From an optimization exercise on the open Yosys and OpenROAD flow, aimed at small area and a short achievable clock period; shortcuts taken in it are not production practice. In this exercise RTL edits were held to simulation tests only and were not proved equivalent to the original. Power figures rest on the tool's default switching activity, not on a simulated workload.

Setup of the reference run:
==> flow/design.v (excerpt) <==
module cpu
(
  input wire clk,
  input wire res,
  output wire [31:0] a,
  input wire [17:0] din,
  output wire [17:0] dout,
  output wire wr
);
  reg [31:0] r [0:14];   
  reg [31:0] pc;         
  reg        c;
  reg [3:0]  r_pfx;
  reg        di_valid;
  reg [31:0] p_q, g_q;
  reg        cin_q;      
  reg        s_p_q;      
  reg        s_g_q;      
  reg        s_c_q;      
  reg        s_sl_q;     
  reg        s_sr_q;     
  reg        b_c_q, b_31_q, b_0_q, b_1_q;   
  reg        w_q, w_c_q;
  reg        pcw_q;      
  reg        npcw_q;     
  reg [3:0]  w_d_q;      
  assign dout = 18'b0;
  assign wr   = 1'b0;
  genvar gb, gk;
  wire [31:0] cyn;       
  cpu_carry u_cy (.p(p_q), .g(g_q), .cin(cin_q), .cn(cyn));
  wire b_in = (b_c_q & c) | (b_31_q & p_q[31]) | (b_0_q & p_q[0]) | b_1_q;
  wire [31:0] lr = ({32{s_p_q}} & p_q) | ({32{s_g_q}} & g_q)
                 | ({32{s_sl_q}} & {p_q[30:0], b_in})
                 | ({32{s_sr_q}} & {b_in, p_q[31:1]});
  wire [31:0] lr1 = lr ^ {32{s_c_q}};    
  ...
Size: roughly 2,400 cells after synthesis, ~71 I/O pins, about 29,000 um2 of cells after synthesis.
Settings: LEC_CHECK=0, CAP_MARGIN=20, CORE_MARGIN=2, CORE_UTILIZATION=75, CTS_CLUSTER_DIAMETER=100, CTS_CLUSTER_SIZE=22, PLACE_DENSITY=0.8, SLEW_MARGIN=20, SYNTH_HIERARCHICAL=1, SYNTH_MINIMUM_KEEP_SIZE=0, BUFFER_PORTS_ARGS=-buffer_cell sky130_fd_sc_hd__buf_4, SETUP_SLACK_MARGIN=5.5; clock period 10.0 ns.
standard.sh (not shown) runs the stock make flow with config.mk's settings and CLKGATE_MAP_FILE= SYNTH_SCRIPT=/design/flow/synth_recipe.tcl, a recipe that flattens the netlist after the stock synthesis.
==> flow/flow/run.sh <==
#!/bin/bash
set -euo pipefail
cat >> config.mk <<'EOC'
export BUFFER_PORTS_ARGS = -buffer_cell sky130_fd_sc_hd__buf_4
export SETUP_SLACK_MARGIN = 5.5
EOC
bash standard.sh > standard.log 2>&1
The reference run | status: complete | timing, DRC, antenna: pass
Here is what was changed in the inputs of the trial run compared with the reference run.
diff --git a/flow/config.mk b/flow/config.mk
--- a/flow/config.mk
+++ b/flow/config.mk
@@ -8,8 +8,8 @@
 export CAP_MARGIN = 20
 export CORE_MARGIN = 2
-export CORE_UTILIZATION = 75
+export CORE_UTILIZATION = 70
 export CTS_CLUSTER_DIAMETER = 100
 export CTS_CLUSTER_SIZE = 22
-export PLACE_DENSITY = 0.8
+export PLACE_DENSITY = 0.76
 export SLEW_MARGIN = 20
 export SYNTH_HIERARCHICAL = 1
--- outcome ---
- Taking the reference run as the reference, in the trial run critical path depth fell 1; routed wire length fell 3.5%.
- [compare] base=the reference run new=the trial run: relative contribution of the clock network to total power about even; utilization dropped 4.7 points.

* * *

rev 12:
cpu, a different RTL version from the one above (not shown whole).
For scale: about 2600 cells after synthesis, roughly 600 flip-flops, about 71 I/O pins, about 30000 sq um of cells after synthesis.
clock: 10.0 ns
lec_check: 0
cap_margin: 20
core_margin: 2
core_utilization: 70
place_density: 0.76
slew_margin: 20
synth_hierarchical: 1
synth_minimum_keep_size: 0
buffer_ports_args: -buffer_cell sky130_fd_sc_hd__buf_4
setup_slack_margin: 5.5
Scripts as last shown in full above: flow/flow/run.sh
For rev 13, these inputs were changed with respect to rev 12:
--- a/flow/config.mk
+++ b/flow/config.mk
@@ -10,2 +10,4 @@
 export CORE_UTILIZATION = 70
+export CTS_CLUSTER_DIAMETER = 100
+export CTS_CLUSTER_SIZE = 22
 export PLACE_DENSITY = 0.76
Comparing rev 12 with rev 13, the synthesized cell count came out essentially unchanged. On clock skew, rev 13 and rev 12 are neck and neck. Rev 13: final wirelength is 3.8% lower than what rev 12 reported. In rev 13 relative to rev 12, clock buffer count had gone down by more than 10%. The worst hold slack on rev 12 is in line with that on rev 13. [rev 13] final cell count fell about 1.7% relative to rev 12. Compared with rev 12, total power in rev 13 decreased by more than 10%.

[static timing again, ports no longer ideal]
The flow's constraints put no driver on any port. The routed layouts listed below were extracted and timed again, unchanged, in two steps. Step 1 (the two cells are an assumption about what drives the block):
set clk [get_ports {clk}]
set_driving_cell -lib_cell sky130_fd_sc_hd__clkbuf_16 $clk
set_driving_cell -lib_cell sky130_fd_sc_hd__buf_2 [delete_from_list [all_inputs] $clk]
Step 2 times the ports against the registers' clock, not the clock port: input delays grow and output delays shrink by t, the midpoint of the rising clock arrivals with the driver on. Three values: ideal, step 1, step 2; two values: the first two.
run	shift t [ns]	slack for setup (ns)	worst setup path at the end	slew at the worst register clock pin (ns)	worst data-port slew with drivers (ns)
the reference run	0.705	5.495 / 5.439 / 4.822	input to register	0.10 / 0.10	0.04
the trial run	0.706	5.485 / 5.424 / 4.881	input to register	0.10 / 0.10	0.04
rev 12	0.652	5.435 / 5.457 / 4.805	input to register	0.07 / 0.07	0.04
rev 13	0.681	5.509 / 5.453 / 5.087	input to register	0.10 / 0.10	0.04
After both steps setup and hold are still met in every run listed. For the reference run, which loses most, drivers alone change the setup slack by -0.056 ns; drivers and shift together by -0.673 ns.
